What follows belongs to an exercise in optimizing a design on an open flow for small area and a short achievable clock period; a production flow would make more cautious choices. No functional check of the RTL was part of any run shown here.

## flow/design.v (module list and top-level ports; edited modules follow where they fit)
// module mul_s1: 1485 lines
// module mul_s2: 374 lines
// module FLP_multiplier_4: 38 lines
module FLP_multiplier_4(
    input [31:0] A,
    input [31:0] B,
    input rst,
    input clk,
    output [31:0] result
);
  // ...
==> flow/run.sh <==
#!/bin/bash
# synth_recipe.tcl (not shown) runs the flow's synth.tcl, then flattens the netlist and writes it again
# the make line also repeats each setting of config.mk as NAME=value (left out here)
make -C /OpenROAD-flow-scripts/flow DESIGN_CONFIG=/design/flow/config.mk WORK_HOME=/design/flow/orfs CLKGATE_MAP_FILE= SYNTH_SCRIPT=/design/flow/synth_recipe.tcl finish
==> flow/config.mk <==
export PLATFORM = sky130hd
export DESIGN_NAME = FLP_multiplier_4
export DESIGN_NICKNAME = FLP_multiplier_4
export VERILOG_FILES = /design/flow/design.v
export SDC_FILE = /design/flow/constraint.sdc
export NUM_CORES = 4
export LEC_CHECK = 0
export CAP_MARGIN = 20
export CORE_MARGIN = 2
export CORE_UTILIZATION = 40
export SETUP_SLACK_MARGIN = 3.5
export SLEW_MARGIN = 20
==> flow/constraint.sdc <==
create_clock -name core_clock -period 7.0 [get_ports {clk}]
set_input_delay 1.4000 -clock core_clock [delete_from_list [all_inputs] [get_ports {clk}]]
set_output_delay 1.4000 -clock core_clock [all_outputs]
set_load 0.01 [all_outputs]
==> metrics.csv, run 1 <==
metric,value,unit
estimated wirelength of the detail-placed design,42.9,mm
aggregate global routing overflow,0,
register clock-pin slew on the reported worst setup and hold paths,0.08,ns
via count of the first global-routing pass,18200,
FP Rows,87,
depth of the most critical reg-to-reg path,15,
"Largest area class, layout",multi-input combinational cells,
number of post-CTS setup repair buffers,147,
proportion of layout cells with a drive suffix above 1,23.8,%
met3 layer wire length in the routed design,7.28,mm
number of different library cells in the post-synthesis netlist,62,
hold path depth,0,
Worst Setup Start Kind,flop,
multiplexer fraction of the synthesized cell area,0.310,%
global-route wire length before repair,110,mm
Bufs on Longest Clock Path,2,
Inst Count DP,3086,
Core Region,56600,µm²
cell types with the highest counts after synthesis,"520 x sky130_fd_sc_hd__inv_1, 487 x sky130_fd_sc_hd__fa_1, 325 x sky130_fd_sc_hd__and2_1, 224 x sky130_fd_sc_hd__nand2_1, 199 x sky130_fd_sc_hd__dfxtp_1",
maximum operating frequency,263,MHz
most utilized layer in the global route result,met2,
final number of setup-violating endpoints,0,
sequential share of cell area,14.0,%
signed area change from the synthesized netlist to the final layout,27.6,%
result of the run,finished clean,
multi-input logic portion of the cell area,61.0,%
simple-gate portion of the synthesized area,14.7,%
Worst Slack Setup Final,3.19,ns
kind of critical path,flop to flop,
Worst EP arrival,4.20,ns
count of buffering cells on the critical path with inverters included,1,
==> module FLP_multiplier_4, before the edit <==
module FLP_multiplier_4(
    input [31:0] A,
    input [31:0] B,
    input rst,
    input clk,
    output [31:0] result
);
    reg [22:0] a1, b1;
    reg s1;
    reg [7:0] e1;
    wire [7:0] e0 = A[30:23] + B[30:23] + 8'd129;    
    always @(posedge clk) begin
        a1 <= A[22:0];
        b1 <= B[22:0];
        e1 <= e0;
        s1 <= A[31] ^ B[31];
    end
    wire [101:0] z;
    wire zc;
    mul_s1 st1(.a(a1), .b(b1), .z(z), .cout(zc));
    reg [101:0] z2;
    reg c2;
    reg [7:0] e2;
    reg sg2;
    always @(posedge clk) begin
        z2 <= z;
        c2 <= zc;
        e2 <= e1;
        sg2 <= s1;
    end
    wire hi;
    wire [22:0] m;
    mul_s2 st2(.z(z2), .cin(c2), .hi(hi), .m(m));
    wire [7:0] e = e2 + {7'd0, hi};
    reg [31:0] r3;
    always @(posedge clk) r3 <= {sg2, e, m};
    assign result = r3;
endmodule
==> run 2, diff against run 1 <==
--- a/flow/design.v
+++ b/flow/design.v
@@ -1891,5 +1891,6 @@
     wire [22:0] m;
     mul_s2 st2(.z(z2), .cin(c2), .hi(hi), .m(m));
-    wire [7:0] e = e2 + {7'd0, hi};
+    wire [7:0] e2i = e2 + 8'd1;
+    wire [7:0] e = hi ? e2i : e2;
     reg [31:0] r3;
     always @(posedge clk) r3 <= {sg2, e, m};
==> flow/flow/run.sh (new file) <==
#!/bin/bash
set -o pipefail
bash standard.sh ADDER_MAP_FILE= finish > flow_make.log 2>&1
==> flow/standard.sh (new file) <==
#!/bin/bash
# synth_recipe.tcl (not shown) runs the flow's synth.tcl, then flattens the netlist and writes it again
# the make line also repeats each setting of config.mk as NAME=value (left out here)
make -C /OpenROAD-flow-scripts/flow DESIGN_CONFIG=/design/flow/config.mk WORK_HOME=/design/flow/orfs CLKGATE_MAP_FILE= SYNTH_SCRIPT=/design/flow/synth_recipe.tcl "${@:-finish}"
removed: flow/run.sh
==> run 2 against run 1 <==
  * Still clean on timing, DRC and antenna
  * Via count is 29% higher
  * Sequential share of layout area grew 0.28 points
  * Core utilization shrank 5.4 points
  * Clock skew rose by 0.0039 ns
  * Sequential cell count did not move
  * Register-to-register slack better by 0.25 ns
  * Critical path type unchanged
  * Critical endpoint is now r3[22]
  * Largest cell class unchanged
==> metrics.csv, run 2 <==
metric,value,unit,change
io pins,98,,
register bank with the most flops,z2,,
global-route wire length before repair,113,mm,+3.0%
share of the synthesized area in the top cell type,22.9,%,
hold worst-path end,e2[5],,
routed wire length per instance,18.2,µm,
antenna violations before repair,0,,
final-stage net count,3338,,
post-layout util,46.5,%,
worst r2r src,z2[40],,
final weighted congestion of routability-driven global placement,0.856,,
number of max-cap violations,0,,
largest net degree at the start of global routing,66,,
estimated wirelength of the detail-placed design,47.7,mm,+11%
aggregate global routing overflow,0,,unchanged
number of sinks driven by the clock tree,199,,
worst min path class,flop to flop,,
worst reg2reg setup slack,3.44,ns,
crit path launch,z2[40],,
Worst Path Max Fanout,23,,
Die Width,254,µm,
H-Tree Level Count,4,,
max incr delay on CP,0.51,ns,
required time of the critical path,7.38,ns,
final number of setup-violating endpoints,0,,unchanged
biggest regs,"z2 x102, r3 x32",,
height of the die,254,µm,
ratio of final minimum period to clock period,50.8,%,
via count of the first global-routing pass,20700,,+14%
register clock-pin slew on the reported worst setup and hold paths,0.08,ns,about the same
hold path depth,0,,unchanged
Yosys Warn Count,1,,
kind of critical path,flop to flop,,
synth top area cells,"sky130_fd_sc_hd__xnor2_1 23%, sky130_fd_sc_hd__dfxtp_1 16%, sky130_fd_sc_hd__maj3_1 14%",,
count of buffering cells on the critical path with inverters included,3,,+2
clock latency of the later-clocked register in the worst-skew pair,0.50,ns,
count of endpoints failing hold in the final timing report,0,,
relative max-transition margin,51.1,%,
clock tree from TritonCTS,yes,,
final critical path time including I/O delays and setup,3.56,ns,
setup skew after layout,0.0193,ns,
Core Region,61800,µm²,+9.2%
asr flop ratio synth,0,%,
part of the Yosys area used for sequential elements,15.9,%,
cell seen most often among critical-path stages,sky130_fd_sc_hd__buf_4,,
cell types with the highest counts after synthesis,"675 x sky130_fd_sc_hd__nand2_1, 655 x sky130_fd_sc_hd__xnor2_1, 356 x sky130_fd_sc_hd__maj3_1, 317 x sky130_fd_sc_hd__xor2_1, 217 x sky130_fd_sc_hd__nor2_1",,
Post-DRT Antenna Nets,0,,
number of synthesized flops with an enable pin,0,,
kind of cell adding the most delay to the critical path,compound AO/OA/AOI/OAI gates,,
number of register bits inferred by synthesis,199,,
sum of negative setup slack,0,ns,
proportion of layout cells with a drive suffix above 1,8.55,%,-15 points
final WL,74.8,mm,
CP endpoint kind,flop,,
average instance area after synthesis,7.74,µm²,
Worst EP arrival,3.94,ns,-0.26 ns
Bufs on Longest Clock Path,2,,unchanged
DRC Markers,0,,
Avg Vias per Cell,5.31,,
crit path max-delay cell type,sky130_fd_sc_hd__xor3_2,,
reg-to-reg critical path endpoint,r3[22],,
quantity of hold-fixing buffers added after cts,0,,
signed area change from the synthesized netlist to the final layout,14.9,%,
fill cell instance count of the final layout,5971,,
number of violations reported at the end of detailed-routing iteration 0,1504,,
Inst Count DP,4021,,+30%
flip-flop cell with the highest count after synthesis,sky130_fd_sc_hd__dfxtp_1,,
Worst Setup Start Kind,flop,,
FP Rows,91,,+4.6%
worst min-delay path startpoint,e1[5],,
result of the run,finished clean,,
number of diodes added for antenna fixing,0,,
Mapped Area,25000,µm²,
highest-count cells in the layout ignoring fill and taps,"673 x sky130_fd_sc_hd__nand2_1, 633 x sky130_fd_sc_hd__xnor2_1, 346 x sky130_fd_sc_hd__maj3_1, 311 x sky130_fd_sc_hd__xor2_1, 213 x sky130_fd_sc_hd__nor2_1",,
Port Buffers,96,,
actual slew at the worst max-slew pin,0.730,ns,
"Cell Count, Final, Fillers Out",4122,,
Final Max Tran Viols,0,,
number of search-and-repair iterations in the first detailed-routing pass,6,,
Total Routing Usage GR,22.5,%,
depth of the most critical reg-to-reg path,13,,-2
total number of vias,21900,,
series of cell instances along the critical path,xor3_2 -> o211ai_2 -> a21oi_2 -> a211oi_2 -> maj3_2 -> a21oi_4 -> a221o_1 -> buf_4 -> o211ai_1 -> a211oi_4 -> buf_4 -> bufbuf_16 -> o211a_1,,
synthesized instance count,3232,,
max FFs per register,102,,
setup repair after global routing missed its margin,yes,,
effective utilization at floorplan,40.5,%,
Post-Syn Nets,3298,,
die area,64600,µm²,
cts bufs inserted,17,,
cell taking the most area after synthesis,sky130_fd_sc_hd__xnor2_1,,
most instantiated library cell after synthesis,sky130_fd_sc_hd__nand2_1,,
clock tree root buffer cell,sky130_fd_sc_hd__clkbuf_16,,
most common library cell in the layout ignoring fill and taps,sky130_fd_sc_hd__nand2_1,,
maximum operating frequency,281,MHz,+7.0%
number of different library cells in the post-synthesis netlist,79,,+27%
[run 2: cell count changes after synthesis, sizes merged, moves of 291 or more]
cell and change:
and2 -298, fa -487, inv -479, maj3 +358
nand2 +451, xnor2 +621, xor2 +291
[run 2: through the flow]
step	area [µm²]	setup slack [ns]	hold WS (ns)
global placement	26500	2.48	0.310
detailed placement	26500	2.47	0.312
CTS	28000	3.48	0.333
global route	28800	3.32	0.341
floorplan	25000	3.27	0.310
finish	28800	3.44	0.331
[run 2: kinds of logic after synthesis]
logic type	Yosys count	share of synthesized area [%]
compound gates	368	9.09
xor+xnor	1030	39.1
fa+ha+maj	358	14.3
buf+inv	203	3.47
flops	199	15.9
mux	12	0.495
simple gates	1062	17.6
[run 2: area by class of cell]
type / instances / area (µm²) / area share, %
multi-input combinational: 2830 / 20800 / 72.3
sequential: 199 / 4120 / 14.3
timing repair buffer: 182 / 2050 / 7.11
tap: 837 / 1050 / 3.64
clock buffer: 19 / 443 / 1.54
inverter: 42 / 158 / 0.548
clock inverter: 13 / 149 / 0.518
[run 2: per-layer routing]
metal | vias up | routed length, µm | GRT usage [%]
li1 | 10800 | - | -
met1 | 10300 | 32700 | 29.1
met2 | 701 | 33800 | 37.4
met3 | 161 | 5550 | 3.67
met4 | 0 | 2770 | 8.71
met5 | - | 0 | 0
[run 2: how the worst max path moves through the flow]
| stage | cells after the start | end |
|---|---|---|
| 3_5_place_dp | 13 | r3[30] |
| 3_3_place_gp | 13 | r3[30] |
| 6_report | 13 | r3[22] |
| 2_1_floorplan | 8 | e1[7] |
| 5_1_grt | 13 | r3[30] |
| 4_1_cts | 11 | r3[30] |
[run 2: worst register-to-register path, stage by stage, from the launching register on]
cell	delay [ns]
sky130_fd_sc_hd__dfxtp_2	0.34
sky130_fd_sc_hd__xor3_2	0.51
sky130_fd_sc_hd__o211ai_2	0.25
sky130_fd_sc_hd__a21oi_2	0.08
sky130_fd_sc_hd__a211oi_2	0.28
sky130_fd_sc_hd__maj3_2	0.30
sky130_fd_sc_hd__a21oi_4	0.09
sky130_fd_sc_hd__a221o_1	0.37
sky130_fd_sc_hd__buf_4	0.16
sky130_fd_sc_hd__o211ai_1	0.27
sky130_fd_sc_hd__a211oi_4	0.12
sky130_fd_sc_hd__buf_4	0.16
sky130_fd_sc_hd__bufbuf_16	0.29
sky130_fd_sc_hd__o211a_1	0.22
[run 2: timing repair]
action,CTS,global route
endpoints found under the setup margin,56,44
gates resized for setup,131,65
gates cloned,2,0
pin swaps,30,33
buffers inserted,33,34
==> run 3, diff against run 2 <==
==> flow/flow/run.sh (replaced) <==
#!/bin/bash
set -o pipefail
bash standard.sh SYNTH_ARGS=-noabc finish > flow_make.log 2>&1
==> run 3 against run 2 <==
  * Critical path depth decreased by 5
  * Maximum frequency fell by 4.2%
  * Final cell count is 31% lower
  * Still clean on timing, DRC and antenna
==> metrics.csv, run 3 <==
metric,value,unit,change
result of the run,finished clean,,
FP Rows,85,,-6.6%
hold path depth,0,,unchanged
CP endpoint kind,flop,,
total number of vias,15700,,-28%
estimated wirelength of the detail-placed design,41.2,mm,-14%
Final Max Tran Viols,0,,unchanged
clock tree from TritonCTS,yes,,
final-stage net count,2834,,-15%
DRC Markers,0,,unchanged
reg-to-reg critical path endpoint,z2[41],,
Yosys Warn Count,1,,unchanged
setup skew after layout,0.0186,ns,-0.000737 ns
flip-flop cell with the highest count after synthesis,sky130_fd_sc_hd__dfxtp_1,,
Mapped Area,22000,µm²,-12%
number of synthesized flops with an enable pin,0,,unchanged
Worst Path Max Fanout,6,,-74%
max FFs per register,102,,unchanged
proportion of layout cells with a drive suffix above 1,31.7,%,+23 points
synthesized instance count,1883,,-42%
crit path launch,b1[7],,
worst r2r src,b1[7],,
largest net degree at the start of global routing,25,,-62%
routed wire length per instance,26.4,µm,+46%
antenna violations before repair,5,,+5
count of endpoints failing hold in the final timing report,0,,unchanged
biggest regs,"z2 x102, r3 x32",,
final critical path time including I/O delays and setup,3.71,ns,+0.156 ns
cts bufs inserted,17,,unchanged
via count of the first global-routing pass,17200,,-17%
Port Buffers,96,,unchanged
die area,56900,µm²,-12%
worst min path class,flop to flop,,
number of sinks driven by the clock tree,199,,unchanged
number of register bits inferred by synthesis,199,,unchanged
Core Region,54100,µm²,-12%
io pins,98,,unchanged
most common library cell in the layout ignoring fill and taps,sky130_fd_sc_hd__and2_1,,
H-Tree Level Count,4,,unchanged
Total Routing Usage GR,26.3,%,+3.8 points
Post-Place Setup Slack,2.23,ns,-0.249 ns
register clock-pin slew on the reported worst setup and hold paths,0.09,ns,about the same
kind of critical path,flop to flop,,
effective utilization at floorplan,40.6,%,+0.16 points
final number of setup-violating endpoints,0,,unchanged
Worst Slack Setup Final,3.29,ns,-0.156 ns
height of the die,239,µm,-6.1%
sum of negative setup slack,0,ns,unchanged
worst reg2reg setup slack,3.29,ns,-0.16 ns
ratio of final minimum period to clock period,53.1,%,+2.2 points
setup repair after global routing missed its margin,yes,,
most instantiated library cell after synthesis,sky130_fd_sc_hd__and2_1,,
maximum operating frequency,269,MHz,-4.2%
required time of the critical path,7.38,ns,about the same
signed area change from the synthesized netlist to the final layout,30.3,%,
Post-Syn Nets,2584,,-22%
Worst Setup Start Kind,flop,,
number of violations reported at the end of detailed-routing iteration 0,1263,,-16%
Die Width,239,µm,-6.1%
part of the Yosys area used for sequential elements,18.1,%,+2.2 points
capture point of the worst path,z2[41],,
cell types with the highest counts after synthesis,"509 x sky130_fd_sc_hd__and2_1, 487 x sky130_fd_sc_hd__fa_1, 199 x sky130_fd_sc_hd__dfxtp_1, 148 x sky130_fd_sc_hd__ha_1, 100 x sky130_fd_sc_hd__clkbuf_1",,
depth of the most critical reg-to-reg path,8,,-5
actual slew at the worst max-slew pin,0.533,ns,-0.198 ns
Avg Vias per Cell,5.50,,+3.6%
number of max-cap violations,0,,unchanged
relative max-transition margin,64.1,%,+13 points
final weighted congestion of routability-driven global placement,0.906,,+5.9%
Bufs on Longest Clock Path,2,,unchanged
share of the synthesized area in the top cell type,44.3,%,+21 points
global-route wire length before repair,108,mm,-4.7%
clock tree root buffer cell,sky130_fd_sc_hd__clkbuf_16,,
highest-count cells in the layout ignoring fill and taps,"473 x sky130_fd_sc_hd__and2_1, 309 x sky130_fd_sc_hd__fa_1, 178 x sky130_fd_sc_hd__fa_2, 150 x sky130_fd_sc_hd__dfxtp_1, 139 x sky130_fd_sc_hd__buf_4",,
aggregate global routing overflow,0,,unchanged
final WL,75.2,mm,+0.56%
synth top area cells,"sky130_fd_sc_hd__fa_1 44%, sky130_fd_sc_hd__dfxtp_1 18%, sky130_fd_sc_hd__and2_1 14%",,
Worst EP arrival,4.09,ns,+0.15 ns
clock latency of the later-clocked register in the worst-skew pair,0.51,ns,about the same
asr flop ratio synth,0,%,unchanged
number of search-and-repair iterations in the first detailed-routing pass,5,,-1
average instance area after synthesis,11.7,µm²,+51%
number of different library cells in the post-synthesis netlist,68,,-14%
cell taking the most area after synthesis,sky130_fd_sc_hd__fa_1,,
Post-DRT Antenna Nets,0,,unchanged
register bank with the most flops,z2,,
[run 3: changes by cell type in the layout (fill, tap and decap cells not counted), moves of 187 or more]
cell and delta:
sky130_fd_sc_hd__nand2_1 -650, sky130_fd_sc_hd__xnor2_1 -595, sky130_fd_sc_hd__and2_1 +450, sky130_fd_sc_hd__maj3_1 -346, sky130_fd_sc_hd__fa_1 +309, sky130_fd_sc_hd__xor2_1 -279
sky130_fd_sc_hd__nor2_1 -187
[run 3: worst min path at each step]
stage          endpoint  startpoint
5_1_grt           e2[3]       e1[3]
6_report            sg2          s1
2_1_floorplan     e2[0]       e1[0]
4_1_cts           e2[1]       e1[1]
3_3_place_gp        sg2          s1
3_5_place_dp      e2[1]       e1[1]
[run 3: repair_timing]
action | CTS | global route
hold buffers | 0 | 0
pin swaps | 132 | 153
buffers inserted | 146 | 66
resized for setup | 331 | 193
endpoints found under the setup margin | 93 | 64
cloned | 14 | 4
[run 3: kinds of logic after synthesis]
logic type	Yosys count	synth area share, %
AOI/OAI and AO/OA	145	4.67
xor gates and xnor gates	74	2.98
adders and majority gates	635	52.7
buffers and inverters	185	3.26
DFF	199	18.1
muxes	19	0.899
and+or+nand+nor	626	17.3
[run 3: area by class of cell]
class	instances	area, µm²
fill	4434	25500
multi-input combinational	1504	18900
sequential	199	4160
timing repair buffer	338	3780
tap	696	871
clock buffer	17	425
inverter	73	302
clock inverter	15	209
antenna	3	7.51
[run 3: through the flow]
step	area [µm²]	hold slack, ns	cells	utilization, %
floorplan	22200	0.310	1883	-
global placement	23700	0.311	2580	43.7
finish	28700	0.334	2845	52.9
CTS	27300	0.333	2772	50.4
detailed placement	23700	0.314	2580	43.7
global route	28700	0.339	2842	52.9
[run 3: per-layer routing]
metal	up-vias	part of all wire [%]	wire, µm	track usage (%)
met5	-	0	0	0
met3	232	8.5	6390	6.00
li1	6456	-	-	-
met1	8096	39	29200	33.4
met4	0	6.0	4530	13.2
met2	872	47	35100	42.4
[run 3: critical path, cell delays in order, from the launching register on]
cell and delay, ns:
sky130_fd_sc_hd__dfxtp_4 0.39, sky130_fd_sc_hd__buf_12 0.16, sky130_fd_sc_hd__and2_4 0.15, sky130_fd_sc_hd__fa_1 0.48, sky130_fd_sc_hd__fa_1 0.53, sky130_fd_sc_hd__fa_2 0.37, sky130_fd_sc_hd__fa_1 0.47, sky130_fd_sc_hd__fa_2 0.57
sky130_fd_sc_hd__fa_2 0.46

==> afterwards: timing with drivers on the ports <==
No port has a modelled driver above. Below, the same layouts with a new extraction and two added sets of constraints.
Step 1 assumes that a clkbuf_16 drives the clock port and a buf_2 every other input.
Step 2, shift: input delay + t, output delay - t, t = (earliest + latest rising clock arrival at the registers) / 2. This alone moves slack from input paths to output paths.
Slacks: ideal / step 1 / step 2; pairs: ideal / step 1.
| run | shift t [ns] | setup slack, ns | worst setup path after step 2 | slew at the worst register clock pin (ns) |
|---|---|---|---|---|
| run 1 | 0.552 | 3.192 / 3.192 / 3.192 | register to register | 0.09 / 0.09 |
| run 2 | 0.552 | 3.442 / 3.442 / 3.038 | input to register | 0.10 / 0.10 |
| run 3 | 0.558 | 3.286 / 3.286 / 3.286 | register to register | 0.09 / 0.09 |
After both steps setup and hold are still met in every run listed. The setup slack of run 2, which loses most, moves by 0.000 ns with the drivers and by -0.404 ns with both steps.
